From an optimization exercise on the open Yosys and OpenROAD flow, aimed at small area, a short achievable clock period and few clock cycles per item; shortcuts taken in it are not production practice. Function was checked by simulation only, so behaviour that the tests miss may differ from the original. Power and IR drop assume default switching activity.

## design/flow/constraint.sdc

```tcl
create_clock -name core_clock -period 5.5 [get_ports {ACLK}]
set_input_delay 1.1000 -clock core_clock [delete_from_list [all_inputs] [get_ports {ACLK}]]
set_output_delay 1.1000 -clock core_clock [all_outputs]
set_load 0.01 [all_outputs]
```

## design/flow/design.v

```verilog
module aq_axi_sdma64_ctrl
(
  input         ARESETN,
  input         ACLK,
  input [7:0]   S_AXI_AWADDR,
  input         S_AXI_AWVALID,
  output        S_AXI_AWREADY,
  input [31:0]  S_AXI_WDATA,
  input         S_AXI_WVALID,
  output        S_AXI_WREADY,
  output        S_AXI_BVALID,
  input         S_AXI_BREADY,
  input [7:0]   S_AXI_ARADDR,
  input         S_AXI_ARVALID,
  output        S_AXI_ARREADY,
  output [31:0] S_AXI_RDATA,
  output        S_AXI_RVALID,
  input         S_AXI_RREADY,
  output        INTERRUPT,
  output        MASTER_RST,
  output        WR_START,
  output [31:0] WR_ADRS,
  output [31:0] WR_COUNT,
  input         WR_READY,
  input         WR_INT,
  input         WR_FIFO_EMPTY,
  input         WR_FIFO_FULL,
  output        RD_START,
  output [31:0] RD_ADRS,
  output [31:0] RD_COUNT,
  input         RD_READY,
  input         RD_INT,
  input         RD_FIFO_EMPTY,
  input         RD_FIFO_FULL
);
  localparam I_STATUS     = 6'h00;
  localparam I_INT_STATUS = 6'h01;
  localparam I_INT_MASK   = 6'h02;
  localparam I_WR_START   = 6'h04;
  localparam I_WR_ADRS    = 6'h05;
  localparam I_WR_COUNT   = 6'h06;
  localparam I_RD_START   = 6'h08;
  localparam I_RD_ADRS    = 6'h09;
  localparam I_RD_COUNT   = 6'h0A;
  localparam I_TESTDATA   = 6'h0C;
  reg         idle, wacc, bvalid, rpend, rvalid;
  reg [9:0]   sel;
  reg [31:0]  rdata;
  reg         intr;
  wire        aw_go  = idle & S_AXI_AWVALID & S_AXI_WVALID;
  wire        ar_go  = idle & S_AXI_ARVALID & ~S_AXI_AWVALID;
  wire [5:0]  idx    = S_AXI_AWVALID ? S_AXI_AWADDR[7:2] : S_AXI_ARADDR[7:2];
  wire        wr_ena = wacc;
  wire        bvalid_n = wacc | (bvalid & ~S_AXI_BREADY);
  wire        rvalid_n = rpend | (rvalid & ~S_AXI_RREADY);
  always @(posedge ACLK or negedge ARESETN) begin
    if(!ARESETN) begin
      idle   <= 1'b0;
      wacc   <= 1'b0;
      bvalid <= 1'b0;
      rpend  <= 1'b0;
      rvalid <= 1'b0;
    end else begin
      wacc   <= aw_go;
      bvalid <= bvalid_n;
      rpend  <= ar_go;
      rvalid <= rvalid_n;
      idle   <= ~aw_go & ~ar_go & ~wacc & ~rpend & ~bvalid_n & ~rvalid_n;
    end
  end
  always @(posedge ACLK) begin
    if(idle) begin
      sel[0] <= (idx == I_STATUS);
      sel[1] <= (idx == I_INT_STATUS);
      sel[2] <= (idx == I_INT_MASK);
      sel[3] <= (idx == I_WR_START);
      sel[4] <= (idx == I_WR_ADRS);
      sel[5] <= (idx == I_WR_COUNT);
      sel[6] <= (idx == I_RD_START);
      sel[7] <= (idx == I_RD_ADRS);
      sel[8] <= (idx == I_RD_COUNT);
      sel[9] <= (idx == I_TESTDATA);
    end
  end
  assign S_AXI_AWREADY = wacc;
  assign S_AXI_WREADY  = wacc;
  assign S_AXI_ARREADY = idle;
  assign S_AXI_BVALID  = bvalid;
  assign S_AXI_RVALID  = rvalid;
  assign S_AXI_RDATA   = rdata;
  reg           reg_master_reset;
  reg           reg_wr_start1, reg_rd_start1;
  reg           reg_wr_start2, reg_rd_start2;
  reg [31:0]    reg_wr_adrs, reg_rd_adrs;
  reg [31:0]    reg_wr_count, reg_rd_count;
  reg [31:0]    reg_testdata;
  reg [31:0]    reg_int_mask;
  reg [1:0]     reg_int;
  always @(posedge ACLK) begin
    if(rpend) begin
      rdata <= ({32{sel[0]}} & {reg_master_reset, 31'd0})
             | ({32{sel[1]}} & {30'd0, reg_int})
             | ({32{sel[2]}} & reg_int_mask)
             | ({32{sel[3]}} & {12'd0, WR_FIFO_EMPTY, WR_FIFO_EMPTY, WR_FIFO_FULL, WR_FIFO_FULL, 7'd0, WR_READY, 6'd0, reg_wr_start2, reg_wr_start1})
             | ({32{sel[4]}} & reg_wr_adrs)
             | ({32{sel[5]}} & reg_wr_count)
             | ({32{sel[6]}} & {12'd0, RD_FIFO_EMPTY, RD_FIFO_EMPTY, RD_FIFO_FULL, RD_FIFO_FULL, 7'd0, RD_READY, 6'd0, reg_rd_start2, reg_rd_start1})
             | ({32{sel[7]}} & reg_rd_adrs)
             | ({32{sel[8]}} & reg_rd_count)
             | ({32{sel[9]}} & reg_testdata);
    end
  end
  wire w_status   = wr_ena & sel[0];
  wire w_int_stat = wr_ena & sel[1];
  wire w_int_mask = wr_ena & sel[2];
  wire w_wr_start = wr_ena & sel[3];
  wire w_wr_adrs  = wr_ena & sel[4];
  wire w_wr_count = wr_ena & sel[5];
  wire w_rd_start = wr_ena & sel[6];
  wire w_rd_adrs  = wr_ena & sel[7];
  wire w_rd_count = wr_ena & sel[8];
  wire w_testdata = wr_ena & sel[9];
  wire [1:0] int_n;
  assign int_n[0] = WR_INT | (reg_int[0] & ~(w_int_stat & S_AXI_WDATA[0]));
  assign int_n[1] = RD_INT | (reg_int[1] & ~(w_int_stat & S_AXI_WDATA[1]));
  wire [1:0] mask_n = w_int_mask ? S_AXI_WDATA[1:0] : reg_int_mask[1:0];
  always @(posedge ACLK or negedge ARESETN) begin
    if(!ARESETN) begin
      reg_master_reset <= 1'b0;
      reg_wr_adrs      <= 32'd0;
      reg_wr_count     <= 32'd0;
      reg_rd_adrs      <= 32'd0;
      reg_rd_count     <= 32'd0;
      reg_wr_start1    <= 1'b0;
      reg_wr_start2    <= 1'b0;
      reg_rd_start1    <= 1'b0;
      reg_rd_start2    <= 1'b0;
      reg_int_mask     <= 32'd0;
      reg_int          <= 2'd0;
      reg_testdata     <= 32'd0;
      intr             <= 1'b0;
    end else begin
      if(w_status)   reg_master_reset <= S_AXI_WDATA[31];
      if(w_int_mask) reg_int_mask     <= S_AXI_WDATA;
      if(w_wr_start) reg_wr_start2    <= S_AXI_WDATA[1];
      if(w_wr_adrs)  reg_wr_adrs      <= S_AXI_WDATA;
      if(w_wr_count) reg_wr_count     <= S_AXI_WDATA;
      if(w_rd_start) reg_rd_start2    <= S_AXI_WDATA[1];
      if(w_rd_adrs)  reg_rd_adrs      <= S_AXI_WDATA;
      if(w_rd_count) reg_rd_count     <= S_AXI_WDATA;
      if(w_testdata) reg_testdata     <= S_AXI_WDATA;
      if(!WR_READY)        reg_wr_start1 <= 1'b0;
      else if(w_wr_start)  reg_wr_start1 <= S_AXI_WDATA[0];
      if(!RD_READY)        reg_rd_start1 <= 1'b0;
      else if(w_rd_start)  reg_rd_start1 <= S_AXI_WDATA[0];
      reg_int <= int_n;
      intr    <= |(int_n & mask_n);
    end
  end
  assign WR_START   = reg_wr_start1 | reg_wr_start2;
  assign WR_ADRS    = reg_wr_adrs;
  assign WR_COUNT   = reg_wr_count;
  assign RD_START   = reg_rd_start1 | reg_rd_start2;
  assign RD_ADRS    = reg_rd_adrs;
  assign RD_COUNT   = reg_rd_count;
  assign MASTER_RST = reg_master_reset;
  assign INTERRUPT  = intr;
endmodule
module aq_axi_sdma64_master
(
  input         ARESETN,
  input         ACLK,
  output [31:0] M_AXI_AWADDR,
  output [7:0]  M_AXI_AWLEN,
  output        M_AXI_AWVALID,
  input         M_AXI_AWREADY,
  output        M_AXI_WLAST,
  output        M_AXI_WVALID,
  input         M_AXI_WREADY,
  input         M_AXI_BVALID,
  output        M_AXI_BREADY,
  output [31:0] M_AXI_ARADDR,
  output [7:0]  M_AXI_ARLEN,
  output        M_AXI_ARVALID,
  input         M_AXI_ARREADY,
  input         M_AXI_RLAST,
  input         M_AXI_RVALID,
  input         MASTER_RST,
  input         WR_START,
  input [31:0]  WR_ADRS,
  input [31:0]  WR_LEN,
  output        WR_READY,
  output        WR_INT,
  output        WR_FIFO_RE,
  input         WR_FIFO_EMPTY,
  input         WR_FIFO_HV_N,
  input         RD_START,
  input [31:0]  RD_ADRS,
  input [31:0]  RD_LEN,
  output        RD_READY,
  output        RD_LAST,
  output        RD_INT,
  output        RD_FIFO_WE,
  input         RD_FIFO_READY     
);
  localparam OUTST = 2'd3;
  reg         w_busy, aw_pend, awvalid;
  reg [28:0]  aw_addr;        
  reg [7:0]   aw_len;
  reg [20:0]  aw_f;           
  reg         aw_z;           
  reg [7:0]   w_l;            
  reg [1:0]   wq, bq;         
  reg         w_act;          
  reg         wvld;           
  reg [7:0]   wbeat;
  reg         wlast;
  reg         aw_hs_d;        
  wire [7:0]  w_li     = WR_LEN[10:3] - 8'd1;
  wire        w_z0     = (WR_LEN[10:3] == 8'd0);
  wire        w_start  = WR_START & ~w_busy;
  wire        aw_hs    = awvalid & M_AXI_AWREADY;
  wire        aw_final = (aw_f == {20'd0, aw_z});
  wire        w_vld    = wvld;
  wire        w_hs     = w_vld & M_AXI_WREADY;
  wire        b_hs     = M_AXI_BVALID & (bq != 2'd0);
  wire        w_done   = b_hs & ~aw_pend & (bq == 2'd1);
  wire        aw_pend_n = aw_pend & ~(aw_hs & aw_final);
  wire [1:0]  bq_n      = bq + {1'b0, aw_hs} - {1'b0, b_hs};
  wire [1:0]  wq_n      = wq + {1'b0, aw_hs} - {1'b0, w_hs & wlast};
  wire [7:0]  wbeat_n   = w_hs ? (wlast ? 8'd0 : wbeat + 8'd1) : wbeat;
  wire        w_l0      = (w_l == 8'd0);
  wire        w_fin_cur = ~aw_pend & (wq == 2'd1);
  wire        w_inc_last = ((wbeat + 8'd1) == (w_fin_cur ? w_l : 8'hFF));
  wire        w_end_last = w_l0 & (aw_hs ? (aw_final & (wq == 2'd1)) : (~aw_pend & (wq == 2'd2)));
  wire        w_new_last = aw_hs & aw_final & w_l0;
  wire        wlast_n    = w_hs ? (wlast ? w_end_last : w_inc_last)
                                : ((wq == 2'd0) ? w_new_last : wlast);
  always @(posedge ACLK or negedge ARESETN) begin
    if(!ARESETN) begin
      w_busy  <= 1'b0;
      aw_pend <= 1'b0;
      awvalid <= 1'b0;
      wq      <= 2'd0;
      bq      <= 2'd0;
      w_act   <= 1'b0;
      wvld    <= 1'b0;
      wbeat   <= 8'd0;
      aw_hs_d <= 1'b0;
    end else if(MASTER_RST) begin
      w_busy  <= 1'b0;
      aw_pend <= 1'b0;
      awvalid <= 1'b0;
      wq      <= 2'd0;
      bq      <= 2'd0;
      w_act   <= 1'b0;
      wvld    <= 1'b0;
      wbeat   <= 8'd0;
      aw_hs_d <= 1'b0;
    end else if(w_start) begin
      w_busy  <= 1'b1;
      aw_pend <= 1'b1;
      awvalid <= 1'b1;
    end else begin
      if(w_done) w_busy <= 1'b0;
      aw_pend <= aw_pend_n;
      awvalid <= aw_pend_n & ~aw_hs & (bq_n != OUTST);
      aw_hs_d <= aw_hs & ~aw_final;
      wq      <= wq_n;
      bq      <= bq_n;
      w_act   <= (wq_n != 2'd0);
      wvld    <= (wq_n != 2'd0) & WR_FIFO_HV_N;
      wbeat   <= wbeat_n;
    end
  end
  always @(posedge ACLK) begin
    wlast <= wlast_n;
    if(~w_busy) begin
      aw_addr <= WR_ADRS[31:3];
      aw_f    <= WR_LEN[31:11];
      aw_z    <= w_z0;
      aw_len  <= (WR_LEN[31:11] == {20'd0, w_z0}) ? w_li : 8'hFF;
      w_l     <= w_li;
    end else if(aw_hs_d) begin
      aw_addr[28:8] <= aw_addr[28:8] + 21'd1;
      aw_f          <= aw_f - 21'd1;
      aw_len        <= (aw_f == {19'd0, aw_z, ~aw_z}) ? w_l : 8'hFF;
    end
  end
  assign M_AXI_AWADDR  = {aw_addr, 3'b000};
  assign M_AXI_AWLEN   = aw_len;
  assign M_AXI_AWVALID = awvalid;
  assign M_AXI_WLAST   = wlast;
  assign M_AXI_WVALID  = w_vld;
  assign M_AXI_BREADY  = 1'b1;
  assign WR_FIFO_RE    = w_hs;
  assign WR_INT        = w_done;
  assign WR_READY      = ~w_busy;
  reg         r_busy, ar_pend, arvalid;
  reg [28:0]  ar_addr;
  reg [7:0]   ar_len;
  reg [20:0]  ar_f;
  reg         ar_z;
  reg [7:0]   r_l;
  reg [1:0]   rq;             
  reg         ar_hs_d;
  wire [7:0]  r_l0     = RD_LEN[10:3] - 8'd1;
  wire        r_z0     = (RD_LEN[10:3] == 8'd0);
  wire        r_start  = RD_START & ~r_busy;
  wire        ar_hs    = arvalid & M_AXI_ARREADY;
  wire        ar_final = (ar_f == {20'd0, ar_z});
  wire        r_hs     = M_AXI_RVALID & RD_FIFO_READY;
  wire        r_final  = ~ar_pend & (rq == 2'd1);
  wire        r_end    = r_hs & M_AXI_RLAST & (rq != 2'd0);
  wire        r_done   = r_end & r_final;
  wire        ar_pend_n = ar_pend & ~(ar_hs & ar_final);
  wire [1:0]  rq_n      = rq + {1'b0, ar_hs} - {1'b0, r_end};
  always @(posedge ACLK or negedge ARESETN) begin
    if(!ARESETN) begin
      r_busy  <= 1'b0;
      ar_pend <= 1'b0;
      arvalid <= 1'b0;
      rq      <= 2'd0;
      ar_hs_d <= 1'b0;
    end else if(r_start) begin
      r_busy  <= 1'b1;
      ar_pend <= 1'b1;
      arvalid <= 1'b1;
    end else begin
      if(r_done) r_busy <= 1'b0;
      ar_pend <= ar_pend_n;
      arvalid <= ar_pend_n & ~ar_hs & (rq_n != OUTST);
      ar_hs_d <= ar_hs & ~ar_final;
      rq      <= rq_n;
    end
  end
  always @(posedge ACLK) begin
    if(~r_busy) begin
      ar_addr <= RD_ADRS[31:3];
      ar_f    <= RD_LEN[31:11];
      ar_z    <= r_z0;
      ar_len  <= (RD_LEN[31:11] == {20'd0, r_z0}) ? r_l0 : 8'hFF;
      r_l     <= r_l0;
    end else if(ar_hs_d) begin
      ar_addr[28:8] <= ar_addr[28:8] + 21'd1;
      ar_f          <= ar_f - 21'd1;
      ar_len        <= (ar_f == {19'd0, ar_z, ~ar_z}) ? r_l : 8'hFF;
    end
  end
  assign M_AXI_ARADDR  = {ar_addr, 3'b000};
  assign M_AXI_ARLEN   = ar_len;
  assign M_AXI_ARVALID = arvalid;
  assign RD_FIFO_WE    = r_hs;
  assign RD_LAST       = M_AXI_RLAST & r_final;
  assign RD_INT        = r_done;
  assign RD_READY      = ~r_busy;
endmodule
module aq_axi_sdma64_fifo
#(
  parameter W = 64
)
(
  input          RST_N,
  input          RST,
  input          CLK,
  input          WREN,
  input [W-1:0]  DI,
  output         FULL,
  output         NFULL,       
  input          RDEN,
  output [W-1:0] DO,
  output         EMPTY,
  output         HV_N         
);
  reg [W-1:0] head, skid;
  reg         hv, sv;           
  reg         nf;               
  wire we = WREN & nf;
  wire re = RDEN & hv;
  wire hv_n = sv | we | (hv & ~re);
  always @(posedge CLK) begin
    if((re & (sv | we)) | (we & ~hv)) head <= sv ? skid : DI;
    if(we & hv & ~re)                 skid <= DI;
  end
  always @(posedge CLK or negedge RST_N) begin
    if(!RST_N) begin
      hv <= 1'b0;
      sv <= 1'b0;
      nf <= 1'b0;
    end else if(RST) begin
      hv <= 1'b0;
      sv <= 1'b0;
      nf <= 1'b1;
    end else begin
      hv <= hv_n;
      sv <= (sv & ~re) | (we & hv & ~re);
      nf <= ~((sv & ~re) | (we & hv & ~re));
    end
  end
  assign DO    = head;
  assign FULL  = sv;
  assign NFULL = nf;
  assign EMPTY = ~hv;
  assign HV_N  = hv_n & ~RST;
endmodule
module aq_axi_sdma64
(
  input         ARESETN,
  input         ACLK,
  input [15:0]  S_AXI_AWADDR,
  input [3:0]   S_AXI_AWCACHE,
  input [2:0]   S_AXI_AWPROT,
  input         S_AXI_AWVALID,
  output        S_AXI_AWREADY,
  input [31:0]  S_AXI_WDATA,
  input [3:0]   S_AXI_WSTRB,
  input         S_AXI_WVALID,
  output        S_AXI_WREADY,
  output        S_AXI_BVALID,
  input         S_AXI_BREADY,
  output [1:0]  S_AXI_BRESP,
  input [15:0]  S_AXI_ARADDR,
  input [3:0]   S_AXI_ARCACHE,
  input [2:0]   S_AXI_ARPROT,
  input         S_AXI_ARVALID,
  output        S_AXI_ARREADY,
  output [31:0] S_AXI_RDATA,
  output [1:0]  S_AXI_RRESP,
  output        S_AXI_RVALID,
  input         S_AXI_RREADY,
  output [0:0]  M_AXI_AWID,
  output [31:0] M_AXI_AWADDR,
  output [7:0]  M_AXI_AWLEN,
  output [2:0]  M_AXI_AWSIZE,
  output [1:0]  M_AXI_AWBURST,
  output        M_AXI_AWLOCK,
  output [3:0]  M_AXI_AWCACHE,
  output [2:0]  M_AXI_AWPROT,
  output [3:0]  M_AXI_AWQOS,
  output [0:0]  M_AXI_AWUSER,
  output        M_AXI_AWVALID,
  input         M_AXI_AWREADY,
  output [63:0] M_AXI_WDATA,
  output [7:0]  M_AXI_WSTRB,
  output        M_AXI_WLAST,
  output [0:0]  M_AXI_WUSER,
  output        M_AXI_WVALID,
  input         M_AXI_WREADY,
  input [0:0]   M_AXI_BID,
  input [1:0]   M_AXI_BRESP,
  input [0:0]   M_AXI_BUSER,
  input         M_AXI_BVALID,
  output        M_AXI_BREADY,
  output [0:0]  M_AXI_ARID,
  output [31:0] M_AXI_ARADDR,
  output [7:0]  M_AXI_ARLEN,
  output [2:0]  M_AXI_ARSIZE,
  output [1:0]  M_AXI_ARBURST,
  output [1:0]  M_AXI_ARLOCK,
  output [3:0]  M_AXI_ARCACHE,
  output [2:0]  M_AXI_ARPROT,
  output [3:0]  M_AXI_ARQOS,
  output [0:0]  M_AXI_ARUSER,
  output        M_AXI_ARVALID,
  input         M_AXI_ARREADY,
  input [0:0]   M_AXI_RID,
  input [63:0]  M_AXI_RDATA,
  input [1:0]   M_AXI_RRESP,
  input         M_AXI_RLAST,
  input [0:0]   M_AXI_RUSER,
  input         M_AXI_RVALID,
  output        M_AXI_RREADY,
  input [63:0]  W_AXIS_TDATA,
  input         W_AXIS_TVALID,
  output        W_AXIS_TREADY,
  input [7:0]   W_AXIS_TSTRB,
  input         W_AXIS_TKEEP,
  input         W_AXIS_TLAST,
  output [63:0] R_AXIS_TDATA,
  output        R_AXIS_TVALID,
  input         R_AXIS_TREADY,
  output        R_AXIS_TLAST,
  input         W_FRAME_SYNC,
  input         R_FRAME_SYNC,
  output        INTERRUPT
);
  wire        master_rst;
  wire        wr_start, wr_ready, wr_int;
  wire [31:0] wr_adrs, wr_len;
  wire        wr_fifo_re, wr_fifo_empty, wr_fifo_full, wr_fifo_hv_n;
  wire        rd_start, rd_ready, rd_last, rd_int;
  wire [31:0] rd_adrs, rd_len;
  wire        rd_fifo_we, rd_fifo_full, rd_fifo_empty;
  aq_axi_sdma64_ctrl u_aq_axi_sdma64_ctrl
  (
    .ARESETN        ( ARESETN ),
    .ACLK           ( ACLK ),
    .S_AXI_AWADDR   ( S_AXI_AWADDR[7:0] ),
    .S_AXI_AWVALID  ( S_AXI_AWVALID ),
    .S_AXI_AWREADY  ( S_AXI_AWREADY ),
    .S_AXI_WDATA    ( S_AXI_WDATA ),
    .S_AXI_WVALID   ( S_AXI_WVALID ),
    .S_AXI_WREADY   ( S_AXI_WREADY ),
    .S_AXI_BVALID   ( S_AXI_BVALID ),
    .S_AXI_BREADY   ( S_AXI_BREADY ),
    .S_AXI_ARADDR   ( S_AXI_ARADDR[7:0] ),
    .S_AXI_ARVALID  ( S_AXI_ARVALID ),
    .S_AXI_ARREADY  ( S_AXI_ARREADY ),
    .S_AXI_RDATA    ( S_AXI_RDATA ),
    .S_AXI_RVALID   ( S_AXI_RVALID ),
    .S_AXI_RREADY   ( S_AXI_RREADY ),
    .INTERRUPT      ( INTERRUPT ),
    .MASTER_RST     ( master_rst ),
    .WR_START       ( wr_start ),
    .WR_ADRS        ( wr_adrs ),
    .WR_COUNT       ( wr_len ),
    .WR_READY       ( wr_ready ),
    .WR_INT         ( wr_int ),
    .WR_FIFO_EMPTY  ( wr_fifo_empty ),
    .WR_FIFO_FULL   ( wr_fifo_full ),
    .RD_START       ( rd_start ),
    .RD_ADRS        ( rd_adrs ),
    .RD_COUNT       ( rd_len ),
    .RD_READY       ( rd_ready ),
    .RD_INT         ( rd_int ),
    .RD_FIFO_EMPTY  ( rd_fifo_empty ),
    .RD_FIFO_FULL   ( rd_fifo_full )
  );
  assign S_AXI_BRESP = 2'b00;
  assign S_AXI_RRESP = 2'b00;
  aq_axi_sdma64_master u_aq_axi_sdma64_master
  (
    .ARESETN        ( ARESETN ),
    .ACLK           ( ACLK ),
    .M_AXI_AWADDR   ( M_AXI_AWADDR ),
    .M_AXI_AWLEN    ( M_AXI_AWLEN ),
    .M_AXI_AWVALID  ( M_AXI_AWVALID ),
    .M_AXI_AWREADY  ( M_AXI_AWREADY ),
    .M_AXI_WLAST    ( M_AXI_WLAST ),
    .M_AXI_WVALID   ( M_AXI_WVALID ),
    .M_AXI_WREADY   ( M_AXI_WREADY ),
    .M_AXI_BVALID   ( M_AXI_BVALID ),
    .M_AXI_BREADY   ( M_AXI_BREADY ),
    .M_AXI_ARADDR   ( M_AXI_ARADDR ),
    .M_AXI_ARLEN    ( M_AXI_ARLEN ),
    .M_AXI_ARVALID  ( M_AXI_ARVALID ),
    .M_AXI_ARREADY  ( M_AXI_ARREADY ),
    .M_AXI_RLAST    ( M_AXI_RLAST ),
    .M_AXI_RVALID   ( M_AXI_RVALID ),
    .MASTER_RST     ( master_rst ),
    .WR_START       ( wr_start & W_FRAME_SYNC ),
    .WR_ADRS        ( wr_adrs ),
    .WR_LEN         ( wr_len ),
    .WR_READY       ( wr_ready ),
    .WR_INT         ( wr_int ),
    .WR_FIFO_RE     ( wr_fifo_re ),
    .WR_FIFO_EMPTY  ( wr_fifo_empty ),
    .WR_FIFO_HV_N   ( wr_fifo_hv_n ),
    .RD_START       ( rd_start & R_FRAME_SYNC ),
    .RD_ADRS        ( rd_adrs ),
    .RD_LEN         ( rd_len ),
    .RD_READY       ( rd_ready ),
    .RD_LAST        ( rd_last ),
    .RD_INT         ( rd_int ),
    .RD_FIFO_WE     ( rd_fifo_we ),
    .RD_FIFO_READY  ( M_AXI_RREADY )
  );
  assign M_AXI_AWID    = 1'b0;
  assign M_AXI_AWSIZE  = 3'b011;
  assign M_AXI_AWBURST = 2'b01;
  assign M_AXI_AWLOCK  = 1'b0;
  assign M_AXI_AWCACHE = 4'b0011;
  assign M_AXI_AWPROT  = 3'b000;
  assign M_AXI_AWQOS   = 4'b0000;
  assign M_AXI_AWUSER  = 1'b1;
  assign M_AXI_WSTRB   = 8'hFF;
  assign M_AXI_WUSER   = 1'b1;
  assign M_AXI_ARID    = 1'b0;
  assign M_AXI_ARSIZE  = 3'b011;
  assign M_AXI_ARBURST = 2'b01;
  assign M_AXI_ARLOCK  = 2'b00;
  assign M_AXI_ARCACHE = 4'b0011;
  assign M_AXI_ARPROT  = 3'b000;
  assign M_AXI_ARQOS   = 4'b0000;
  assign M_AXI_ARUSER  = 1'b1;
  aq_axi_sdma64_fifo #(.W(65)) u_aq_axi_sdma64_rfifo
  (
    .RST_N    ( ARESETN ),
    .RST      ( master_rst ),
    .CLK      ( ACLK ),
    .WREN     ( rd_fifo_we ),
    .DI       ( {rd_last, M_AXI_RDATA} ),
    .FULL     ( rd_fifo_full ),
    .NFULL    ( M_AXI_RREADY ),
    .RDEN     ( R_AXIS_TREADY ),
    .DO       ( {R_AXIS_TLAST, R_AXIS_TDATA} ),
    .EMPTY    ( rd_fifo_empty ),
    .HV_N     ()
  );
  assign R_AXIS_TVALID = ~rd_fifo_empty;
  aq_axi_sdma64_fifo #(.W(64)) u_aq_axi_sdma64_wfifo
  (
    .RST_N    ( ARESETN ),
    .RST      ( master_rst ),
    .CLK      ( ACLK ),
    .WREN     ( W_AXIS_TVALID ),
    .DI       ( W_AXIS_TDATA ),
    .FULL     ( wr_fifo_full ),
    .NFULL    ( W_AXIS_TREADY ),
    .RDEN     ( wr_fifo_re ),
    .DO       ( M_AXI_WDATA ),
    .EMPTY    ( wr_fifo_empty ),
    .HV_N     ( wr_fifo_hv_n )
  );
endmodule
```

## design/flow/run.sh

```bash
#!/bin/bash
# synth_recipe.tcl (not shown) runs the flow's synth.tcl, then flattens the netlist and writes it again
# the make line also repeats each setting of config.mk as NAME=value (left out here)
make -C /OpenROAD-flow-scripts/flow DESIGN_CONFIG=/design/flow/config.mk WORK_HOME=/design/flow/orfs CLKGATE_MAP_FILE= SYNTH_SCRIPT=/design/flow/synth_recipe.tcl finish
```

## design/flow/config.mk

```make
export PLATFORM = sky130hd
export DESIGN_NAME = aq_axi_sdma64
export DESIGN_NICKNAME = aq_axi_sdma64
export VERILOG_FILES = /design/flow/design.v
export SDC_FILE = /design/flow/constraint.sdc
export NUM_CORES = 4
export LEC_CHECK = 0
export ABC_CLOCK_PERIOD_IN_PS = 2200
export CAP_MARGIN = 20
export CORE_MARGIN = 2
export CORE_UTILIZATION = 45
export CTS_CLUSTER_DIAMETER = 60
export CTS_CLUSTER_SIZE = 30
export PLACE_DENSITY = 0.6
export SETUP_SLACK_MARGIN = 3.3
export SLEW_MARGIN = 20
```

==> impl_metrics.json, run 1 <==
{
  "combinational_family_with_the_most_area_after_synthesis": "multiplexers",
  "io_pins": 552,
  "status": "no timing/DRC/antenna violations",
  "synthFlopType": "sky130_fd_sc_hd__edfxtp_1",
  "globalRouteMet3Util": 0.0457,
  "timing_worst_slew_pin_value_ps": 1050,
  "end_kind": "primary output",
  "power.density_mw_per_mm2": 540,
  "synth-seq-area-share": 0.660,
  "cp-endpoint": "M_AXI_AWADDR[11]",
  "worst_ir_drop_vdd_mv": 0.283,
  "ff2ff_setup_slack_ps": 3350,
  "routed_wire_length_per_instance_um": 22.7,
  "grt_pass1_vias": 18700,
  "vias_per_cell": 5.48,
  "worst_setup_path_class": "flip-flop to primary output",
  "placement_rows": 92,
  "crit_path_max_fanout": 2,
  "post_synth.cell_area_avg_um2": 14.2,
  "initial_utilization": 0.455,
  "synth_compound_area_frac": 0.0602,
  "launching_element_type_of_the_critical_path": "flip-flop",
  "grt.overflow.total": 0,
  "setup-violations-final": 0,
  "dr.first_iter.drc_count": 1389,
  "max_clock_freq_ghz": 0.416,
  "worst_skew_pair.late_latency_ps": 650,
  "post-synth-top-area-fraction": 0.456,
  "synthDominantAreaCellType": "sky130_fd_sc_hd__edfxtp_1",
  "cp.required_ps": 4400,
  "drv_cap": 0,
  "synth_adder_area_share": 0.00690,
  "die_y_um": 256,
  "die-area_mm2": 0.0657,
  "core-area_mm2": 0.0630,
  "kind_of_path_behind_the_tightest_hold_check": "input port to async pin",
  "netlist-cell-type-count": 71,
  "vias": 18700,
  "grt_start_max_net_pins": 102,
  "synth_mux_area_frac": 0.130,
  "worst_clock_skew_ps": 53.7,
  "final_antenna_net_count": 0,
  "finalMaxSlewViolations": 0,
  "post_route_cells_drive_above_1_share": 0.339,
  "cts_buffers": 51,
  "rsz0062_at_grt": "true",
  "post_synthesis_sequential_element_count": 669,
  "synth_warnings": 4,
  "groute.layer.met1.usage": 0.320,
  "postCtsHoldBufs": 0,
  "layout_worst_path_cycle_share": 0.438,
  "synth_enable_flop_cells": 435,
  "fin_cells": 3419,
  "area_growth_pct": 24.5,
  "worst_r2r_path_depth": 5,
  "gr-usage-all-layers": 0.231,
  "route.final.wire_length_mm": 77.5,
  "cellLeakagePower_nw": 13.5,
  "synthXorXnorAreaFrac": 0.0333,
  "clk_path_buf_depth": 3,
  "use_met2": 0.369,
  "clkSinkCount": 669,
  "timing.rr.end": "u_aq_axi_sdma64_master.ar_f[20]$_DFFE_PP_",
  "grt_antenna_before_repair": 5,
  "period_minus_ws_final_ps": 2410,
  "finalSetupTns_ps": 0,
  "dp_hpwl_mm": 51.3,
  "drt_first_pass_iters": 6,
  "gpl.final_weighted_congestion": 0.817,
  "postSynth.asyncResetShare": 0.350,
  "postSynthCellCount": 2017,
  "finalNetCount": 2788,
  "clockRootBuffer": "sky130_fd_sc_hd__clkbuf_16",
  "crit-reg2reg-launch": "u_aq_axi_sdma64_master.ar_f[12]$_DFFE_PP_",
  "cts.htree.levels": 2,
  "clk_pin_slew_ps": 90,
  "setup.worst_path.start": "u_aq_axi_sdma64_master.aw_addr[8]$_DFFE_PP_",
  "port-buffer-count": 436,
  "fin_total_pwr_w": 0.0193,
  "placed_cells_incl_taps": 3230,
  "cts_tree": "done",
  "drt_drc_violations_left": 0,
  "globalRoute.busiestLayer": "met2",
  "die_w_um": 256,
  "synth_top_cells_by_area": "sky130_fd_sc_hd__edfxtp_1, sky130_fd_sc_hd__dfrtp_1, sky130_fd_sc_hd__mux2_2, sky130_fd_sc_hd__a22oi_1, sky130_fd_sc_hd__nor2_1",
  "synth_simple_gate_area_share": 0.0746,
  "grt_pass1_wl_mm": 117,
  "syn_area_mm2": 0.0286,
  "final_core_util": 0.567,
  "hold_viol_final": 0,
  "max_slew_margin": 0.303,
  "critPathArrivalTime_ps": 1310
}
cell families (layout without fill, tap and decap cells):
| kind of cell | Yosys count | after routing |
|---|---|---|
| xor gates and xnor gates | 109 | 109 |
| buffers and inverters | 202 | 699 |
| adders and majority gates | 16 | 16 |
| other | 2 | 61 |
| AOI/OAI and AO/OA | 263 | 263 |
| muxes | 330 | 330 |
| DFF | 669 | 669 |
| and+or+nand+nor | 426 | 426 |
power breakdown:
part / internal, W / total, W / switching, W
Sequential: 0.00767 / 0.00910 / 0.00143
Clock: 0.00204 / 0.00421 / 0.00217
Combinational: 0.00281 / 0.00597 / 0.00316
critical path, cell delays in order, from the launching register on:
cell and delay (ps):
sky130_fd_sc_hd__edfxtp_1 410, sky130_fd_sc_hd__buf_12 160, sky130_fd_sc_hd__buf_6 110
layout by cell type (no fill, tap or decap), types with 45 or more instances in the layout:
cell,synthesis,final
sky130_fd_sc_hd__edfxtp_1,435,435
sky130_fd_sc_hd__mux2_2,329,329
sky130_fd_sc_hd__buf_2,0,222
sky130_fd_sc_hd__dfrtp_1,234,221
sky130_fd_sc_hd__clkdlybuf4s50_1,0,183
sky130_fd_sc_hd__nor2_1,152,150
sky130_fd_sc_hd__buf_4,60,104
sky130_fd_sc_hd__a21oi_1,104,102
sky130_fd_sc_hd__a22oi_1,96,95
sky130_fd_sc_hd__nand3_1,67,66
sky130_fd_sc_hd__nand2_1,70,63
sky130_fd_sc_hd__conb_1,2,59
sky130_fd_sc_hd__xor2_1,59,55
sky130_fd_sc_hd__clkbuf_16,0,52
sky130_fd_sc_hd__xnor2_1,50,48
sky130_fd_sc_hd__inv_1,49,45
timing repair:
item | in CTS | in global routing
pin swaps | 8 | 19
setup endpoints to repair | 584 | 406
resized for setup | 1061 | 61
setup buffers | 58 | 32
cloned | 1 | 0
flip-flops by register name (all words and copies together) (netlist names), 32 cells and up:
name,cells
u_aq_axi_sdma64_rfifo.head,65
u_aq_axi_sdma64_rfifo.skid,65
u_aq_axi_sdma64_wfifo.head,64
u_aq_axi_sdma64_wfifo.skid,64
u_aq_axi_sdma64_ctrl.rdata,32
u_aq_axi_sdma64_ctrl.reg_int_mask,32
u_aq_axi_sdma64_ctrl.reg_rd_adrs,32
u_aq_axi_sdma64_ctrl.reg_rd_count,32
u_aq_axi_sdma64_ctrl.reg_testdata,32
u_aq_axi_sdma64_ctrl.reg_wr_adrs,32
u_aq_axi_sdma64_ctrl.reg_wr_count,32
final cells by class:
type                       instances  area (um2)
timing repair buffer             552        4240
inverter                          50         191
timing repair inverter             1        7.51
tap                              846        1060
multi-input combinational       1203        9300
sequential                       669       18900
clock inverter                    40         611
fill                            5167       27300
antenna                            2        5.00
clock buffer                      56        1330
worst min path at each step:
stage                                                startpoint                                                 to  slack, ps
4_1_cts        u_aq_axi_sdma64_ctrl.reg_rd_adrs[10]$_DFFE_PN0P_        u_aq_axi_sdma64_master.ar_addr[7]$_DFFE_PN_        480
5_1_grt                                                 ARESETN  u_aq_axi_sdma64_ctrl.reg_testdata[27]$_DFFE_PN0P_        500
3_3_place_gp         u_aq_axi_sdma64_master.ar_hs_d$_DFFE_PN0N_         u_aq_axi_sdma64_master.ar_hs_d$_DFFE_PN0N_        450
6_report                                                ARESETN  u_aq_axi_sdma64_ctrl.reg_testdata[27]$_DFFE_PN0P_        450
3_5_place_dp   u_aq_axi_sdma64_ctrl.reg_rd_adrs[10]$_DFFE_PN0P_        u_aq_axi_sdma64_master.ar_addr[7]$_DFFE_PN_        460
2_1_floorplan        u_aq_axi_sdma64_master.ar_hs_d$_DFFE_PN0N_         u_aq_axi_sdma64_master.ar_hs_d$_DFFE_PN0N_        440
metrics by stage:
stage | cell area, um2 | hold slack, ps | setup slack [ps]
3_5_place_dp | 33800 | 463 | 2290
6_report | 35700 | 449 | 3090
2_1_floorplan | 29000 | 440 | 2070
5_1_grt | 35700 | 496 | 3040
3_3_place_gp | 33800 | 454 | 2160
4_1_cts | 35200 | 483 | 2980
synth_stat cells, types with 29 or more instances:
master / count
sky130_fd_sc_hd__edfxtp_1: 435
sky130_fd_sc_hd__nand2_1: 70
sky130_fd_sc_hd__buf_4: 60
sky130_fd_sc_hd__xor2_1: 59
sky130_fd_sc_hd__inv_1: 49
sky130_fd_sc_hd__clkbuf_1: 62
sky130_fd_sc_hd__mux2_2: 329
sky130_fd_sc_hd__buf_1: 29
sky130_fd_sc_hd__xnor2_1: 50
sky130_fd_sc_hd__a21oi_1: 104
sky130_fd_sc_hd__nand3_1: 67
sky130_fd_sc_hd__a22oi_1: 96
sky130_fd_sc_hd__nor2_1: 152
sky130_fd_sc_hd__dfrtp_1: 234
layer usage:
metal  share of wire  wire length [um]  vias to the layer above
met5         0.00052                40                        -
met4           0.026              2010                        6
met3           0.068              5300                      116
met2            0.48             36900                      675
met1            0.43             33200                     9506
li1                -                 -                     8426
Testbench counts, summed over its fixed seeds: cycles 114,613, bytes 935,008.
==> run 2, diff against run 1 <==
--- a/design/flow/design.v
+++ b/design/flow/design.v
@@ -44,7 +44,7 @@
   localparam I_RD_COUNT   = 6'h0A;
   localparam I_TESTDATA   = 6'h0C;
-  reg         idle, wacc, bvalid, rpend, rvalid;
+  reg         idle, bvalid, wacc, rpend, rvalid;
   reg [9:0]   sel;
-  reg [31:0]  rdata;
+  reg [31:0]  rdata;            
   reg         intr;
   wire        aw_go  = idle & S_AXI_AWVALID & S_AXI_WVALID;
@@ -52,19 +52,20 @@
   wire [5:0]  idx    = S_AXI_AWVALID ? S_AXI_AWADDR[7:2] : S_AXI_ARADDR[7:2];
   wire        wr_ena = wacc;
-  wire        bvalid_n = wacc | (bvalid & ~S_AXI_BREADY);
+  wire [31:0] wdata  = rdata;
+  wire        bvalid_n = aw_go | (bvalid & ~S_AXI_BREADY);
   wire        rvalid_n = rpend | (rvalid & ~S_AXI_RREADY);
   always @(posedge ACLK or negedge ARESETN) begin
     if(!ARESETN) begin
       idle   <= 1'b0;
-      wacc   <= 1'b0;
       bvalid <= 1'b0;
+      wacc   <= 1'b0;
       rpend  <= 1'b0;
       rvalid <= 1'b0;
     end else begin
-      wacc   <= aw_go;
       bvalid <= bvalid_n;
+      wacc   <= aw_go;
       rpend  <= ar_go;
       rvalid <= rvalid_n;
-      idle   <= ~aw_go & ~ar_go & ~wacc & ~rpend & ~bvalid_n & ~rvalid_n;
+      idle   <= ~aw_go & ~ar_go & ~rpend & ~bvalid_n & ~rvalid_n;
     end
   end
@@ -83,6 +84,6 @@
     end
   end
-  assign S_AXI_AWREADY = wacc;
-  assign S_AXI_WREADY  = wacc;
+  assign S_AXI_AWREADY = idle;
+  assign S_AXI_WREADY  = idle;
   assign S_AXI_ARREADY = idle;
   assign S_AXI_BVALID  = bvalid;
@@ -98,5 +99,7 @@
   reg [1:0]     reg_int;
   always @(posedge ACLK) begin
-    if(rpend) begin
+    if(aw_go) begin
+      rdata <= S_AXI_WDATA;
+    end else if(rpend) begin
       rdata <= ({32{sel[0]}} & {reg_master_reset, 31'd0})
              | ({32{sel[1]}} & {30'd0, reg_int})
@@ -122,7 +125,7 @@
   wire w_testdata = wr_ena & sel[9];
   wire [1:0] int_n;
-  assign int_n[0] = WR_INT | (reg_int[0] & ~(w_int_stat & S_AXI_WDATA[0]));
-  assign int_n[1] = RD_INT | (reg_int[1] & ~(w_int_stat & S_AXI_WDATA[1]));
-  wire [1:0] mask_n = w_int_mask ? S_AXI_WDATA[1:0] : reg_int_mask[1:0];
+  assign int_n[0] = WR_INT | (reg_int[0] & ~(w_int_stat & wdata[0]));
+  assign int_n[1] = RD_INT | (reg_int[1] & ~(w_int_stat & wdata[1]));
+  wire [1:0] mask_n = w_int_mask ? wdata[1:0] : reg_int_mask[1:0];
   always @(posedge ACLK or negedge ARESETN) begin
     if(!ARESETN) begin
@@ -141,17 +144,17 @@
       intr             <= 1'b0;
     end else begin
-      if(w_status)   reg_master_reset <= S_AXI_WDATA[31];
-      if(w_int_mask) reg_int_mask     <= S_AXI_WDATA;
-      if(w_wr_start) reg_wr_start2    <= S_AXI_WDATA[1];
-      if(w_wr_adrs)  reg_wr_adrs      <= S_AXI_WDATA;
-      if(w_wr_count) reg_wr_count     <= S_AXI_WDATA;
-      if(w_rd_start) reg_rd_start2    <= S_AXI_WDATA[1];
-      if(w_rd_adrs)  reg_rd_adrs      <= S_AXI_WDATA;
-      if(w_rd_count) reg_rd_count     <= S_AXI_WDATA;
-      if(w_testdata) reg_testdata     <= S_AXI_WDATA;
+      if(w_status)   reg_master_reset <= wdata[31];
+      if(w_int_mask) reg_int_mask     <= wdata;
+      if(w_wr_start) reg_wr_start2    <= wdata[1];
+      if(w_wr_adrs)  reg_wr_adrs      <= wdata;
+      if(w_wr_count) reg_wr_count     <= wdata;
+      if(w_rd_start) reg_rd_start2    <= wdata[1];
+      if(w_rd_adrs)  reg_rd_adrs      <= wdata;
+      if(w_rd_count) reg_rd_count     <= wdata;
+      if(w_testdata) reg_testdata     <= wdata;
       if(!WR_READY)        reg_wr_start1 <= 1'b0;
-      else if(w_wr_start)  reg_wr_start1 <= S_AXI_WDATA[0];
+      else if(w_wr_start)  reg_wr_start1 <= wdata[0];
       if(!RD_READY)        reg_rd_start1 <= 1'b0;
-      else if(w_rd_start)  reg_rd_start1 <= S_AXI_WDATA[0];
+      else if(w_rd_start)  reg_rd_start1 <= wdata[0];
       reg_int <= int_n;
       intr    <= |(int_n & mask_n);
--- a/design/flow/config.mk
+++ b/design/flow/config.mk
@@ -9,8 +9,8 @@
 export CAP_MARGIN = 20
 export CORE_MARGIN = 2
-export CORE_UTILIZATION = 45
+export CORE_UTILIZATION = 65
 export CTS_CLUSTER_DIAMETER = 60
 export CTS_CLUSTER_SIZE = 30
-export PLACE_DENSITY = 0.6
-export SETUP_SLACK_MARGIN = 3.3
+export PLACE_DENSITY = 0.75
+export SETUP_SLACK_MARGIN = 3.2
 export SLEW_MARGIN = 20
==> impl_metrics.json, run 2 <==
{
  "io_pins": 552,
  "die_w_um": 215,
  "synthFlopType": "sky130_fd_sc_hd__edfxtp_1",
  "clkSinkCount": 669,
  "grt_pass1_wl_mm": 119,
  "synth-seq-area-share": 0.656,
  "synthDominantAreaCellType": "sky130_fd_sc_hd__edfxtp_1",
  "power.density_mw_per_mm2": 554,
  "post-synth-top-area-fraction": 0.453,
  "postCtsHoldBufs": 0,
  "kind_of_cell_adding_the_most_delay_to_the_critical_path": "flip-flops",
  "placement_rows": 77,
  "worst_setup_path_class": "flip-flop to primary output",
  "synth_warnings": 4,
  "finalNetCount": 2841,
  "max_slew_margin": 0.283,
  "dp_hpwl_mm": 51.0,
  "drt_first_pass_iters": 6,
  "max_stage_delay_ps": 510,
  "die_y_um": 215,
  "post_synth.cell_area_avg_um2": 14.2,
  "post_route_cells_drive_above_1_share": 0.339,
  "initial_utilization": 0.655,
  "period_minus_ws_final_ps": 2410,
  "crit-reg2reg-launch": "u_aq_axi_sdma64_ctrl.wacc$_DFF_PN0_",
  "core-area_mm2": 0.0440,
  "setup-violations-final": 0,
  "finalSetupTns_ps": 0,
  "dr.first_iter.drc_count": 2067,
  "clk_pin_slew_ps": 90,
  "layout_commonest_cell": "sky130_fd_sc_hd__edfxtp_1",
  "grt_antenna_before_repair": 2,
  "cts_tree": "done",
  "kind_of_path_behind_the_tightest_hold_check": "flip-flop to flip-flop",
  "hold_start": "u_aq_axi_sdma64_ctrl.reg_wr_adrs[6]$_DFFE_PN0P_",
  "ff2ff_setup_slack_ps": 3180,
  "synth_simple_gate_area_share": 0.0707,
  "layout_common_cells": "sky130_fd_sc_hd__edfxtp_1, sky130_fd_sc_hd__mux2_2, sky130_fd_sc_hd__buf_2",
  "max_clock_freq_ghz": 0.415,
  "critPathArrivalTime_ps": 1310,
  "postSynth.asyncResetShare": 0.350,
  "rsz0062_at_grt": "true",
  "critPathSlowestCell": "sky130_fd_sc_hd__edfxtp_1",
  "top_flop_regs": "u_aq_axi_sdma64_rfifo.head: 65 flops, u_aq_axi_sdma64_rfifo.skid: 65 flops",
  "grt_start_max_net_pins": 114,
  "die-area_mm2": 0.0461,
  "cts_buffers": 43,
  "timing_worst_slew_pin_value_ps": 1070,
  "cellLeakagePower_nw": 13.7,
  "finalMaxSlewViolations": 0,
  "final_layout_fill_cell_count": 2539,
  "clk_path_buf_depth": 3,
  "cts.htree.levels": 2,
  "synth_mux_area_frac": 0.129,
  "synth_top_cells_by_area": "sky130_fd_sc_hd__edfxtp_1, sky130_fd_sc_hd__dfrtp_1, sky130_fd_sc_hd__mux2_2, sky130_fd_sc_hd__nor2_1, sky130_fd_sc_hd__xnor2_1",
  "area_growth_pct": 22.8,
  "hold_viol_final": 0,
  "worstPathCellList": "buf_2",
  "grt_pass1_vias": 19500,
  "final_antenna_net_count": 0,
  "vias_per_cell": 6.19,
  "path_buf_inv": 1,
  "timing.rr.end": "u_aq_axi_sdma64_ctrl.reg_rd_count[6]$_DFFE_PN0P_",
  "cp.required_ps": 4400,
  "gpl.final_weighted_congestion": 0.897,
  "synth_enable_flop_cells": 435,
  "hold_path_sink": "u_aq_axi_sdma64_master.aw_addr[3]$_DFFE_PN_",
  "layout_worst_path_cycle_share": 0.438,
  "grt.overflow.total": 0,
  "worst_skew_pair.late_latency_ps": 610,
  "post_synthesis_sequential_element_count": 669,
  "route.final.wire_length_mm": 79.4,
  "port-buffer-count": 436,
  "synth_compound_area_frac": 0.0709,
  "clockRootBuffer": "sky130_fd_sc_hd__clkbuf_16",
  "crit_path_max_fanout": 2,
  "synth.top_cells.by_count": "sky130_fd_sc_hd__edfxtp_1, sky130_fd_sc_hd__mux2_2, sky130_fd_sc_hd__dfrtp_1",
  "finish.instance_area_mm2": 0.0354,
  "drv_cap": 0,
  "synth_adder_area_share": 0.00650,
  "detailed_place.area_mm2": 0.0338,
  "status": "no timing/DRC/antenna violations",
  "synthXorXnorAreaFrac": 0.0325,
  "worst_ir_drop_vdd_mv": 0.370,
  "worst_hold_path.num_cells": 0,
  "netlist-cell-type-count": 69,
  "combinational_family_with_the_most_area_after_synthesis": "multiplexers",
  "worst_r2r_path_depth": 2,
  "syn_area_mm2": 0.0289,
  "end_kind": "primary output",
  "routed_wire_length_per_instance_um": 24.7,
  "launching_element_type_of_the_critical_path": "flip-flop",
  "leading_cell_type_by_number_of_instances_after_synthesis": "sky130_fd_sc_hd__edfxtp_1",
  "postSynthCellCount": 2033,
  "vias": 19900,
  "gr-usage-all-layers": 0.339,
  "worst_clock_skew_ps": 26.3,
  "drt_drc_violations_left": 0
}
run 2: layer usage:
metal,vias up,part of all wire,track usage
met5,-,0,0
met4,0,0.038,0.126
met3,162,0.086,0.0638
met2,1037,0.49,0.550
met1,10000,0.39,0.462
li1,8622,-,-
run 2: cell families (layout without fill, tap and decap cells):
| kind of cell | after synthesis | in the layout |
|---|---|---|
| xor+xnor | 107 | 107 |
| flops | 669 | 669 |
| compound gates | 299 | 299 |
| simple gates | 407 | 411 |
| mux | 332 | 332 |
| fa+ha+maj | 15 | 15 |
| buf+inv | 202 | 723 |
| other cells | 2 | 61 |
run 2: worst max path at each step:
| stage | from | endpoint | slack, ps | cells after the start |
|---|---|---|---|---|
| CTS | u_aq_axi_sdma64_master.aw_addr[8]$_DFFE_PP_ | M_AXI_AWADDR[11] | 3060 | 1 |
| detailed placement | S_AXI_AWVALID | u_aq_axi_sdma64_ctrl.rdata[31]$_DFFE_PP_ | 1470 | 3 |
| floorplan | M_AXI_RVALID | u_aq_axi_sdma64_rfifo.head[0]$_DFFE_PP_ | 2800 | 2 |
| global route | u_aq_axi_sdma64_master.aw_addr[8]$_DFFE_PP_ | M_AXI_AWADDR[11] | 3050 | 1 |
| finish | u_aq_axi_sdma64_master.aw_addr[8]$_DFFE_PP_ | M_AXI_AWADDR[11] | 3090 | 1 |
| global placement | S_AXI_AWVALID | u_aq_axi_sdma64_ctrl.rdata[6]$_DFFE_PP_ | 1520 | 3 |
run 2: repair_timing:
item	in CTS	in global routing
pin swaps	8	7
resized for setup	1042	50
buffers inserted	88	43
setup endpoints to repair	562	234
gates cloned	3	1
run 2: worst reg2reg max path, cell delays in order, from the launching register on:
cell	delay [ps]
sky130_fd_sc_hd__dfrtp_1	840
sky130_fd_sc_hd__nand2_2	780
sky130_fd_sc_hd__mux2_2	570
run 2: layout make-up:
class,count,area [um2],share of cell area
Sequential cell,669,18900,0.534
Multi-Input combinational cell,1223,9520,0.268
Timing Repair Buffer,593,4540,0.128
Clock buffer,47,1130,0.0320
Tap cell,592,741,0.0209
Clock inverter,32,382,0.0108
Inverter,51,191,0.00540
Antenna cell,2,5.00,0.000141
run 2: where the power goes:
part | switching, W | internal (W)
Clock | 0.00191 | 0.00166
Combinational | 0.00365 | 0.00315
Sequential | 0.00146 | 0.00782
Total | 0.00702 | 0.0126
run 2: stage by stage:
stage	power, W	std cells	util	hold slack, ps	setup WS, ps
after floorplan	0.0128	2090	-	441	2800
after global routing	0.0205	3209	0.805	490	3050
final	0.0196	3209	0.805	480	3090
after CTS	0.0192	3162	0.793	474	3060
after detailed placement	0.0158	2992	0.767	460	1470
after global placement	0.0155	2990	0.766	451	1520
Testbench counts of run 2, summed over its fixed seeds: cycles 113,529, bytes 935,008.
==> run 3, diff against run 2 <==
--- a/design/flow/config.mk
+++ b/design/flow/config.mk
@@ -10,6 +10,6 @@
 export CORE_MARGIN = 2
 export CORE_UTILIZATION = 65
-export CTS_CLUSTER_DIAMETER = 60
-export CTS_CLUSTER_SIZE = 30
+export CTS_CLUSTER_DIAMETER = 50
+export CTS_CLUSTER_SIZE = 20
 export PLACE_DENSITY = 0.75
 export SETUP_SLACK_MARGIN = 3.2
==> impl_metrics.json, run 3 <==
{
  "hold_start": "u_aq_axi_sdma64_ctrl.reg_wr_adrs[5]$_DFFE_PN0P_",
  "power.switching_fraction": 0.353,
  "timing_worst_slew_pin_value_ps": 1060,
  "final_core_util": 0.812,
  "leading_cell_type_by_number_of_instances_after_synthesis": "sky130_fd_sc_hd__edfxtp_1",
  "timing.final.ws_setup_ps": 3060,
  "synth_enable_flop_cells": 435,
  "worst_clock_skew_ps": 31.5,
  "cts_buffers": 53,
  "synth_simple_gate_area_share": 0.0707,
  "worst_r2r_path_depth": 2,
  "synth_warnings": 4,
  "timing.rr.end": "u_aq_axi_sdma64_ctrl.reg_rd_count[31]$_DFFE_PN0P_",
  "worst_hold_path.num_cells": 0,
  "grt.overflow.total": 0,
  "drt_first_pass_iters": 5,
  "synth_adder_area_share": 0.00650,
  "max_clock_freq_ghz": 0.410,
  "netlist-cell-type-count": 69,
  "status": "no timing/DRC/antenna violations",
  "kind_of_cell_adding_the_most_delay_to_the_critical_path": "flip-flops",
  "postSynth.asyncResetShare": 0.350,
  "placement_rows": 77,
  "dp_slack_ps": 1470,
  "worst_setup_path_class": "flip-flop to primary output",
  "fin_cells": 3229,
  "route.final.wire_length_mm": 79.9,
  "cts.htree.levels": 2,
  "final_antenna_net_count": 0,
  "dr.first_iter.drc_count": 2101,
  "grt_pass1_vias": 19700,
  "clkSinkCount": 669,
  "cts_tree": "done",
  "grt_start_max_net_pins": 114,
  "vias": 19900,
  "gpl.final_weighted_congestion": 0.897,
  "placed_cells_incl_taps": 2992,
  "max_stage_delay_ps": 510,
  "crit_cells": 1,
  "layout_commonest_cell": "sky130_fd_sc_hd__edfxtp_1",
  "finalSetupTns_ps": 0,
  "die_w_um": 215,
  "area_growth_pct": 23.9,
  "post_synth.cell_area_avg_um2": 14.2,
  "crit-reg2reg-launch": "u_aq_axi_sdma64_ctrl.wacc$_DFF_PN0_",
  "synth.top_cells.by_count": "sky130_fd_sc_hd__edfxtp_1, sky130_fd_sc_hd__mux2_2, sky130_fd_sc_hd__dfrtp_1",
  "setup-violations-final": 0,
  "die-area_mm2": 0.0461,
  "cp-endpoint": "M_AXI_AWADDR[11]",
  "cellLeakagePower_nw": 13.9,
  "synthXorXnorAreaFrac": 0.0325,
  "max_slew_margin": 0.296,
  "io_pins": 552,
  "reg_power_frac": 0.464,
  "power.density_mw_per_mm2": 561,
  "layout_common_cells": "sky130_fd_sc_hd__edfxtp_1, sky130_fd_sc_hd__mux2_2, sky130_fd_sc_hd__dfrtp_1",
  "grt_pass1_wl_mm": 120,
  "hold_viol_final": 0,
  "post_route_cells_drive_above_1_share": 0.342,
  "switchingPower_w": 0.00709,
  "post-synth-top-area-fraction": 0.453,
  "grt_antenna_before_repair": 1,
  "synth_top_cells_by_area": "sky130_fd_sc_hd__edfxtp_1, sky130_fd_sc_hd__dfrtp_1, sky130_fd_sc_hd__mux2_2, sky130_fd_sc_hd__nor2_1, sky130_fd_sc_hd__xnor2_1",
  "path_buf_inv": 1,
  "core-area_mm2": 0.0440,
  "critPathArrivalTime_ps": 1340,
  "p_int_w": 0.0130,
  "routed_wire_length_per_instance_um": 24.7,
  "synthFlopType": "sky130_fd_sc_hd__edfxtp_1",
  "critPathSlowestCell": "sky130_fd_sc_hd__edfxtp_1",
  "drt_drc_violations_left": 0,
  "syn_area_mm2": 0.0289,
  "combPwrFrac": 0.339,
  "clockRootBuffer": "sky130_fd_sc_hd__clkbuf_16",
  "end_kind": "primary output",
  "ff2ff_setup_slack_ps": 3200,
  "synth_mux_area_frac": 0.129,
  "cp.required_ps": 4400,
  "crit_path_max_fanout": 2,
  "combinational_family_with_the_most_area_after_synthesis": "multiplexers",
  "clk_path_buf_depth": 3,
  "setup.worst_path.start": "u_aq_axi_sdma64_master.aw_addr[8]$_DFFE_PP_",
  "worst_skew_pair.late_latency_ps": 630,
  "worst_ir_drop_vdd_mv": 0.355,
  "finalNetCount": 2853,
  "initial_utilization": 0.655,
  "drv_cap": 0,
  "period_minus_ws_final_ps": 2440,
  "postCtsHoldBufs": 0,
  "gr-usage-all-layers": 0.342,
  "die_y_um": 215,
  "postSynthCellCount": 2033,
  "synth-seq-area-share": 0.656,
  "layout_worst_path_cycle_share": 0.444,
  "synth_compound_area_frac": 0.0709,
  "vias_per_cell": 6.18,
  "port-buffer-count": 436,
  "whs_ps": 476,
  "synthDominantAreaCellType": "sky130_fd_sc_hd__edfxtp_1",
  "final_layout_fill_cell_count": 2499,
  "rsz0062_at_grt": "true",
  "post_synthesis_sequential_element_count": 669,
  "top_flop_regs": "u_aq_axi_sdma64_rfifo.head: 65 flops, u_aq_axi_sdma64_rfifo.skid: 65 flops",
  "clkPwrFrac": 0.197,
  "clk_pin_slew_ps": 80,
  "launching_element_type_of_the_critical_path": "flip-flop",
  "worstPathCellList": "buf_2",
  "kind_of_path_behind_the_tightest_hold_check": "flip-flop to flip-flop",
  "dp_hpwl_mm": 51.0,
  "diodes": 0,
  "finalMaxSlewViolations": 0
}
run 3: cell families after synthesis:
group                      after synthesis
DFF                                    669
buffers and inverters                  202
adders and majority gates               15
and+or+nand+nor                        407
other                                    2
muxes                                  332
AOI/OAI and AO/OA                      299
xor gates and xnor gates               107
run 3: metal layers:
metal | share of wire | GRT usage | vias to the layer above
met5 | 0.00016 | 0 | -
met2 | 0.49 | 0.558 | 1037
met1 | 0.39 | 0.463 | 10100
li1 | - | - | 8657
met4 | 0.030 | 0.116 | 2
met3 | 0.083 | 0.0725 | 138
run 3: timing repair:
item,in CTS,in global routing
pin swaps,9,7
buffers inserted,92,41
gates resized for setup,1055,52
setup endpoints to repair,567,292
gates cloned,3,1
run 3: area by class of cell:
type                            count  area, um2  area share
Clock buffer                       61       1370      0.0382
Clock inverter                     38        409      0.0114
Inverter                           51        191     0.00535
Multi-Input combinational cell   1223       9520       0.266
Sequential cell                   669      18900       0.530
Tap cell                          592        741      0.0207
Timing Repair Buffer              595       4590       0.128
run 3: power groups by stage:
stage | Clock (W) | Combinational (W) | Sequential [W]
3_5_place_dp | 0 | 0.00629 | 0.00952
6_report | 0.00394 | 0.00681 | 0.00931
5_1_grt | 0.00415 | 0.00731 | 0.00948
2_1_floorplan | 0 | 0.00357 | 0.00926
4_1_cts | 0.00397 | 0.00646 | 0.00922
3_3_place_gp | 0 | 0.00608 | 0.00940
run 3: worst min-delay path by stage:
stage                                                  endpoint  slack (ps)
floorplan            u_aq_axi_sdma64_master.ar_hs_d$_DFFE_PN0N_         440
global placement    u_aq_axi_sdma64_master.aw_addr[2]$_DFFE_PN_         450
detailed placement  u_aq_axi_sdma64_master.ar_addr[0]$_DFFE_PN_         460
CTS                 u_aq_axi_sdma64_master.aw_addr[2]$_DFFE_PN_         480
global route        u_aq_axi_sdma64_master.aw_addr[2]$_DFFE_PN_         490
finish              u_aq_axi_sdma64_master.aw_addr[2]$_DFFE_PN_         480
run 3: per-stage QoR:
step	power [W]	cell area, um2
4_1_cts	0.0197	35200
5_1_grt	0.0209	35800
6_report	0.0201	35800
3_3_place_gp	0.0155	33700
3_5_place_dp	0.0158	33800
2_1_floorplan	0.0128	29200
==> run 4, diff against run 3 <==
==> design/flow/flow/run.sh (new file) <==
#!/bin/bash
set -euo pipefail
export BUFFER_PORTS_ARGS="-buffer_cell sky130_fd_sc_hd__buf_1"
bash standard.sh > standard.log 2>&1
==> design/flow/standard.sh (new file) <==
#!/bin/bash
# synth_recipe.tcl (not shown) runs the flow's synth.tcl, then flattens the netlist and writes it again
# the make line also repeats each setting of config.mk as NAME=value (left out here)
make -C /OpenROAD-flow-scripts/flow DESIGN_CONFIG=/design/flow/config.mk WORK_HOME=/design/flow/orfs CLKGATE_MAP_FILE= SYNTH_SCRIPT=/design/flow/synth_recipe.tcl "${@:-finish}"
--- a/design/flow/config.mk
+++ b/design/flow/config.mk
@@ -6,9 +6,9 @@
 export NUM_CORES = 4
 export LEC_CHECK = 0
-export ABC_CLOCK_PERIOD_IN_PS = 2200
+export ABC_AREA = 1
 export CAP_MARGIN = 20
 export CORE_MARGIN = 2
 export CORE_UTILIZATION = 65
-export CTS_CLUSTER_DIAMETER = 50
+export CTS_CLUSTER_DIAMETER = 40
 export CTS_CLUSTER_SIZE = 20
 export PLACE_DENSITY = 0.75
removed: design/flow/run.sh
==> impl_metrics.json, run 4 <==
{
  "post_synthesis_sequential_element_count": 669,
  "drt_first_pass_iters": 6,
  "finalMaxSlewViolations": 0,
  "layout_common_cells": "sky130_fd_sc_hd__nand2_1, sky130_fd_sc_hd__edfxtp_1, sky130_fd_sc_hd__buf_1",
  "switchingPower_w": 0.00744,
  "postSynthCellCount": 2902,
  "grt_pass1_vias": 22400,
  "hold_viol_final": 0,
  "vias": 23800,
  "worst_clock_skew_ps": 20.6,
  "finalNetCount": 3662,
  "io_pins": 552,
  "synth.top_cells.by_count": "sky130_fd_sc_hd__nand2_1, sky130_fd_sc_hd__edfxtp_1, sky130_fd_sc_hd__o21ai_0",
  "worstPathCellList": "buf_1",
  "hold_start": "u_aq_axi_sdma64_ctrl.reg_int_mask[17]$_DFFE_PN0P_",
  "die_y_um": 216,
  "gpl.final_weighted_congestion": 0.886,
  "finalSetupTns_ps": 0,
  "die-area_mm2": 0.0468,
  "crit_path_max_fanout": 4,
  "grt.overflow.total": 0,
  "worst_ir_drop_vdd_mv": 0.334,
  "p_int_w": 0.0124,
  "rsz0062_at_grt": "true",
  "power.switching_fraction": 0.375,
  "period_minus_ws_final_ps": 2370,
  "max_stage_delay_ps": 480,
  "route.final.wire_length_mm": 85.9,
  "post_route_cells_drive_above_1_share": 0.117,
  "final_antenna_net_count": 0,
  "clk_path_buf_depth": 3,
  "synth_top_cells_by_area": "sky130_fd_sc_hd__edfxtp_1, sky130_fd_sc_hd__dfrtp_1, sky130_fd_sc_hd__nand2_1, sky130_fd_sc_hd__o21ai_0, sky130_fd_sc_hd__inv_1",
  "dr.max_layer_used": "met4",
  "max_clock_freq_ghz": 0.422,
  "post_synth.cell_area_avg_um2": 10.1,
  "synth_warnings": 4,
  "grt_pass1_wl_mm": 127,
  "ff2ff_setup_slack_ps": 3260,
  "netlist-cell-type-count": 54,
  "end_kind": "primary output",
  "worst_r2r_path_depth": 5,
  "layout_commonest_cell": "sky130_fd_sc_hd__nand2_1",
  "cts_buffers": 79,
  "cellLeakagePower_nw": 14.5,
  "routed_wire_length_per_instance_um": 21.1,
  "kind_of_cell_adding_the_most_delay_to_the_critical_path": "flip-flops",
  "clk_pin_slew_ps": 60,
  "route.layer.met1.wl_mm": 31.2,
  "vias_per_cell": 5.83,
  "worst_hold_path.num_cells": 2,
  "clkPwrFrac": 0.261,
  "dr.first_iter.drc_count": 2790,
  "timing_worst_slew_pin_value_ps": 966,
  "syn_area_mm2": 0.0293,
  "power.density_mw_per_mm2": 570,
  "worst_skew_pair.late_latency_ps": 620,
  "die_w_um": 216,
  "placement_rows": 77,
  "grt_start_max_net_pins": 129,
  "initial_utilization": 0.660,
  "synth-seq-area-share": 0.645,
  "core-area_mm2": 0.0444,
  "clkSinkCount": 669,
  "max_slew_margin": 0.355,
  "dp_slack_ps": 2340,
  "combPwrFrac": 0.290,
  "grt_antenna_before_repair": 16,
  "top_flop_regs": "u_aq_axi_sdma64_rfifo.head: 65 flops, u_aq_axi_sdma64_rfifo.skid: 65 flops",
  "drt_drc_violations_left": 0,
  "worst_setup_path_class": "flip-flop to primary output",
  "leading_cell_type_by_number_of_instances_after_synthesis": "sky130_fd_sc_hd__nand2_1",
  "met2_length_mm": 41.9,
  "layout_worst_path_cycle_share": 0.431,
  "final_layout_fill_cell_count": 2965,
  "clockRootBuffer": "sky130_fd_sc_hd__clkbuf_16",
  "hold_path_sink": "u_aq_axi_sdma64_ctrl.reg_int_mask[17]$_DFFE_PN0P_",
  "final_core_util": 0.784,
  "reg_power_frac": 0.449,
  "timing.rr.end": "u_aq_axi_sdma64_ctrl.rdata[4]$_DFFE_PP_",
  "kind_of_path_behind_the_tightest_hold_check": "flip-flop to flip-flop",
  "launching_element_type_of_the_critical_path": "flip-flop",
  "cts.htree.levels": 3,
  "critPathSlowestCell": "sky130_fd_sc_hd__edfxtp_1",
  "detailroute.wirelength.met3_mm": 8.05,
  "path_buf_inv": 1,
  "synth_enable_flop_cells": 435,
  "critPathArrivalTime_ps": 1270,
  "crit-reg2reg-launch": "u_aq_axi_sdma64_ctrl.sel[5]$_DFFE_PP_",
  "fin_total_pwr_w": 0.0199,
  "setup-violations-final": 0,
  "area_growth_pct": 18.8,
  "drv_cap": 0,
  "synthFlopType": "sky130_fd_sc_hd__edfxtp_1",
  "timing.final.ws_setup_ps": 3130,
  "gr-usage-all-layers": 0.356,
  "cts_tree": "done",
  "dp_hpwl_mm": 56.4,
  "synthDominantAreaCellType": "sky130_fd_sc_hd__edfxtp_1",
  "whs_ps": 486,
  "status": "no timing/DRC/antenna violations",
  "postSynth.asyncResetShare": 0.350,
  "cp.required_ps": 4400,
  "post-synth-top-area-fraction": 0.445,
  "port-buffer-count": 436
}
[run 4: per-stage QoR]
stage	instances	instance area, um2
floorplan	2959	29700
global placement	3835	31300
detailed placement	3835	31400
CTS	4033	34400
global route	4073	34800
finish	4076	34800
[run 4: per-layer routing]
metal | global-route usage | up-vias
met5 | 0 | -
met4 | 0.205 | 0
met3 | 0.0714 | 239
met2 | 0.583 | 1496
met1 | 0.445 | 11400
li1 | - | 10700
[run 4: layout make-up]
type | instances | area, um2 | area share
antenna | 16 | 40.0 | 0.00115
clock buffer | 91 | 2120 | 0.0608
clock inverter | 56 | 484 | 0.0139
inverter | 212 | 808 | 0.0232
multi-input combinational | 1900 | 9060 | 0.260
sequential | 669 | 18900 | 0.543
tap | 592 | 741 | 0.0213
timing repair buffer | 540 | 2650 | 0.0761
[run 4: logic make-up after synthesis]
kind of cell,Yosys count,share of synthesized area
flip-flops,669,0.645
adder cells (fa/ha/maj),15,0.00640
multiplexers,2,0.000725
XOR/XNOR,59,0.0176
buffers and inverters,391,0.0586
AO/OA/AOI/OAI,445,0.0870
AND/OR/NAND/NOR,1319,0.184
other,2,0.000256
[run 4: worst max path at each step]
| stage | from | end | slack, ps | cells past startpoint |
|---|---|---|---|---|
| 2_1_floorplan | R_AXIS_TREADY | u_aq_axi_sdma64_rfifo.skid[0]$_DFFE_PP_ | 2870 | 3 |
| 3_3_place_gp | M_AXI_WREADY | u_aq_axi_sdma64_wfifo.skid[49]$_DFFE_PP_ | 2370 | 5 |
| 3_5_place_dp | M_AXI_WREADY | u_aq_axi_sdma64_wfifo.skid[43]$_DFFE_PP_ | 2340 | 5 |
| 4_1_cts | u_aq_axi_sdma64_master.ar_addr[15]$_DFFE_PP_ | M_AXI_ARADDR[18] | 3100 | 1 |
| 5_1_grt | u_aq_axi_sdma64_master.ar_addr[15]$_DFFE_PP_ | M_AXI_ARADDR[18] | 3110 | 1 |
| 6_report | u_aq_axi_sdma64_master.ar_addr[15]$_DFFE_PP_ | M_AXI_ARADDR[18] | 3130 | 1 |
[run 4: power by group through the flow]
stage,registers [W],logic [W],clock network [W]
2_1_floorplan,0.00877,0.00324,0
3_3_place_gp,0.00897,0.00484,0
3_5_place_dp,0.00902,0.00504,0
4_1_cts,0.00885,0.00549,0.00519
5_1_grt,0.00903,0.00638,0.00541
6_report,0.00892,0.00576,0.00518
[run 4: what timing repair did]
| item | in CTS | in global routing |
|---|---|---|
| hold buffers | 0 | 0 |
| gates cloned | 1 | 1 |
| resized for setup | 47 | 63 |
| pin swaps | 1 | 1 |
| setup buffers | 50 | 26 |
| endpoints found under the setup margin | 154 | 138 |

port drivers added, routing unchanged:
The flow's constraints put no driver on any port. The routed layouts listed below were extracted and timed again, unchanged, in two steps.
Step 1: set_driving_cell puts a clkbuf_16 on ACLK and a buf_2 on each other input, an assumption about the parent block.
Step 2 times the ports against the registers' clock, not the clock port: input delays grow and output delays shrink by t, the midpoint of the rising clock arrivals with the driver on.
a / b / c = no drivers / after step 1 / after step 2; a / b = the first two.
run	t (ns)	slack for setup (ns)	hold slack, ns
run 1	0.687	3.094 / 3.031 / 2.643	0.449 / 0.436 / 0.480
run 2	0.652	3.089 / 3.030 / 2.573	0.480 / 0.480 / 0.480
run 3	0.672	3.060 / 3.001 / 2.582	0.476 / 0.476 / 0.476
run 4	0.673	3.129 / 3.068 / 2.598	0.486 / 0.486 / 0.486
After both steps setup and hold are still met in every run listed. The setup slack of run 4, which loses most, moves by -0.061 ns with the drivers and by -0.531 ns with both steps.
